This is an optimization exercise on Yosys and OpenROAD, whose aim is small area, a short achievable clock period and few clock cycles per item, not a production implementation.
In this exercise RTL edits were held to simulation tests only and were not proved equivalent to the original.

## build 72
// main
module main(
    input clk,
    input rst,
    input start,
    input [7:0] a,
    input [7:0] b,
    output wire ready,
    output wire busy,
    output reg [8:0] y
);
reg ready_r;
reg [4:0] kh;          
reg [8:0] r;           
reg [7:0] x;           
reg ak, bk;            
assign ready = ready_r;
assign busy = ~ready_r;
wire [5:0] ab3 = {a[7:5], b[7:5]};
wire [8:0] qr3;
assign qr3[0] = (ab3 == 6'd9) | (ab3 == 6'd10) | (ab3 == 6'd11) | (ab3 == 6'd12) | (ab3 == 6'd13) | (ab3 == 6'd14) | (ab3 == 6'd15) | (ab3 == 6'd17) | (ab3 == 6'd25) | (ab3 == 6'd29) | (ab3 == 6'd30) | (ab3 == 6'd31) | (ab3 == 6'd33) | (ab3 == 6'd36) | (ab3 == 6'd37) | (ab3 == 6'd38) | (ab3 == 6'd39) | (ab3 == 6'd41) | (ab3 == 6'd43) | (ab3 == 6'd44) | (ab3 == 6'd45) | (ab3 == 6'd49) | (ab3 == 6'd51) | (ab3 == 6'd52) | (ab3 == 6'd57) | (ab3 == 6'd59) | (ab3 == 6'd60) | (ab3 == 6'd63);
assign qr3[1] = (ab3 == 6'd27) | (ab3 == 6'd36) | (ab3 == 6'd38) | (ab3 == 6'd47) | (ab3 == 6'd52) | (ab3 == 6'd61);
assign qr3[2] = (ab3 == 6'd18) | (ab3 == 6'd19) | (ab3 == 6'd20) | (ab3 == 6'd21) | (ab3 == 6'd22) | (ab3 == 6'd23) | (ab3 == 6'd26) | (ab3 == 6'd34) | (ab3 == 6'd36) | (ab3 == 6'd37) | (ab3 == 6'd42) | (ab3 == 6'd44) | (ab3 == 6'd46) | (ab3 == 6'd50) | (ab3 == 6'd53) | (ab3 == 6'd55) | (ab3 == 6'd58) | (ab3 == 6'd62);
assign qr3[3] = (ab3 == 6'd29) | (ab3 == 6'd30) | (ab3 == 6'd31) | (ab3 == 6'd43) | (ab3 == 6'd46) | (ab3 == 6'd47) | (ab3 == 6'd51) | (ab3 == 6'd53) | (ab3 == 6'd54) | (ab3 == 6'd59) | (ab3 == 6'd61);
assign qr3[4] = (ab3 == 6'd63);
  ...
==> flow/config.mk <==
export PLATFORM = sky130hd
export DESIGN_NAME = main
export DESIGN_NICKNAME = main
export VERILOG_FILES = /design/flow/design.v
export SDC_FILE = /design/flow/constraint.sdc
export NUM_CORES = 4
export LEC_CHECK = 0
export CAP_MARGIN = 20
export CORE_MARGIN = 2
export CORE_UTILIZATION = 40
export CTS_CLUSTER_DIAMETER = 100
export CTS_CLUSTER_SIZE = 30
export SETUP_SLACK_MARGIN = 1.3
export SLEW_MARGIN = 20
==> flow/constraint.sdc <==
create_clock -name core_clock -period 5.0 [get_ports {clk}]
set_input_delay 1.0000 -clock core_clock [delete_from_list [all_inputs] [get_ports {clk}]]
set_output_delay 1.0000 -clock core_clock [all_outputs]
set_load 0.01 [all_outputs]
standard.sh (not shown) runs the stock make flow with config.mk's settings and CLKGATE_MAP_FILE= SYNTH_SCRIPT=/design/flow/synth_recipe.tcl, a recipe that flattens the netlist after the stock synthesis.
==> flow/flow/run.sh <==
#!/bin/bash
# The standard layout (the standard.sh: the standard synthesis, then ORFS to
# the routed layout), with the input and output ports buffered by the smallest
# buffer, sky130_fd_sc_hd__buf_1, instead of the one buffer_ports picks itself.
# make's full output goes to standard.log in the work folder; ORFS's own logs
# stay under orfs/logs.
set -euo pipefail
export BUFFER_PORTS_ARGS="-buffer_cell sky130_fd_sc_hd__buf_1"
bash standard.sh finish > standard.log 2>&1
Testbench counts of build 72, summed over its fixed seeds: cycles 12,288, items 2,048.
The inputs of build 18 differ from those of build 72 as listed below.
# build 72
export LEC_CHECK = 0
export CAP_MARGIN = 20
export CORE_MARGIN = 2
export CORE_UTILIZATION = 40
export CTS_CLUSTER_DIAMETER = 100
export CTS_CLUSTER_SIZE = 30
export SETUP_SLACK_MARGIN = 1.3
export SLEW_MARGIN = 20
create_clock -name core_clock -period 5.0 [get_ports {clk}]
# build 18
export LEC_CHECK = 0
export CAP_MARGIN = 20
export CORE_MARGIN = 2
export CORE_UTILIZATION = 40
export SETUP_SLACK_MARGIN = 1.0
export SLEW_MARGIN = 20
create_clock -name core_clock -period 5.0 [get_ports {clk}]
==> comparison <==
- Lower met2 wire length among build 18 and build 72: build 18
- A highest-delay cell along the critical path of sky130_fd_sc_hd__xnor2_1 is what build 18 shows, while sky130_fd_sc_hd__fa_2 belongs to build 72.
- Total wire length improves in build 18 relative to build 72.
- Compared with build 72, in build 18 first-pass GRT wire length saw a decrease; worst setup slack for register-to-register paths has decreased; wire length per cell decreased 2.0%.
- Diff build 72 -> build 18 | met1 track demand over resource in global routing | decrease of 0.23 points
- Endpoint of the most critical setup path = r[5]: build 72; endpoint of the most critical setup path = y[1]: build 18
## Diff of input files: build 5 against build 18
# build 18
export LEC_CHECK = 0
export CAP_MARGIN = 20
export CORE_MARGIN = 2
export CORE_UTILIZATION = 40
export SETUP_SLACK_MARGIN = 1.0
export SLEW_MARGIN = 20
create_clock -name core_clock -period 5.0 [get_ports {clk}]
# build 5
export LEC_CHECK = 0
export CAP_MARGIN = 20
export CORE_MARGIN = 2
export CORE_UTILIZATION = 40
export SETUP_SLACK_MARGIN = 0.7
export SLEW_MARGIN = 20
create_clock -name core_clock -period 5.0 [get_ports {clk}]
### Flow results
Termination of the worst setup path = y[5]: build 5; termination of the worst setup path = y[1]: build 18
[compare] base=build 18 new=build 5: final hold slack closely matched the old numbers, growth of design area from synthesis to finish has decreased, total global routing track utilization roughly the same.
Compared with build 18, build 5 improves via count.

========
Setup of alpha:
main, a different RTL version from the one above (not shown whole).
Size: ~460 cells after synthesis, about 41 flip-flops.
export LEC_CHECK = 0
export CAP_MARGIN = 20
export CORE_MARGIN = 2
export CORE_UTILIZATION = 60
export PLACE_DENSITY = 0.7
export SLEW_MARGIN = 20
create_clock -name core_clock -period 5.0 [get_ports {clk}]
run.sh (not shown) runs the stock make flow with config.mk's settings and CLKGATE_MAP_FILE= SYNTH_SCRIPT=/design/flow/synth_recipe.tcl, a recipe that flattens the netlist after the stock synthesis.
Stock flow here: none of the scripts above is used.
Testbench counts of alpha, summed over its fixed seeds: cycles 14,336, items 2,048.
The following lists how beta was set up differently from alpha:
Settings: PLACE_DENSITY: 0.7 -> unset; CORE_UTILIZATION: 60 -> 40.
--- outcome ---
- Row minimum clock period after layout: beta lower / alpha higher
- Depth of the critical timing path with buffers and inverters included: beta higher than alpha
- Lower iteration-0 DRC count of the detailed router among alpha and beta: beta
- beta: done, clean on timing, DRC and antenna
- Run comparison: beta destination of the critical timing path r[6]$_SDFF_PP0_; alpha destination of the critical timing path y[2]$_DFFE_PP_
- Cell area for beta is higher than for alpha.
- Taking alpha as the reference, in beta die area moved up; non-clock buffer count moved down; wire length of the first global-routing pass moved down.
### beta -> gamma
Settings: an added SETUP_SLACK_MARGIN of 1.2.
Findings:
- Having completed the whole flow, gamma delivered a layout that passed the timing, DRC and antenna checks.
- gamma: area growth from synthesis to final layout higher than beta
- Per the comparison of gamma with beta, count of clock-buffer cells in the layout went up by 1; post-route core utilization moved up; aggregate global-route resource usage moved up; wire length of the first global-routing pass has increased; number of gates resized after CTS increased 30.
- Between gamma and beta, the cell count after placement is higher for beta.
- gamma has buffering stage count on the worst path with inverters included above what beta had.

## afterwards: timing with drivers on the ports
How much do the figures lean on ideal ports? The routed layouts below were timed once more, with nothing changed but the port constraints. Step 1 (the two cells are an assumption about what drives the block):
set clk [get_ports {clk}]
set_driving_cell -lib_cell sky130_fd_sc_hd__clkbuf_16 $clk
set_driving_cell -lib_cell sky130_fd_sc_hd__buf_2 [delete_from_list [all_inputs] $clk]
Step 2, shift: input delay + t, output delay - t, t = (earliest + latest rising clock arrival at the registers) / 2. This alone moves slack from input paths to output paths. a / b / c = ideal ports / drivers / drivers and shift; a / b = the first two.
run	shift t [ns]	setup WS [ns]	worst data-port slew with drivers (ns)	pins driven straight from the clock port
build 72	0.324	1.378 / 1.378 / 1.378	0.03	1
build 18	0.325	1.191 / 1.191 / 1.191	0.03	1
build 5	0.325	1.041 / 1.041 / 1.041	0.03	1
alpha	0.337	0.316 / 0.316 / 0.316	0.03	1
beta	0.335	0.339 / 0.339 / 0.339	0.03	1
gamma	0.332	0.591 / 0.591 / 0.481	0.04	1
After both steps setup and hold are still met in every run listed. For gamma, which loses most, drivers alone change the setup slack by 0.000 ns; drivers and shift together by -0.110 ns.
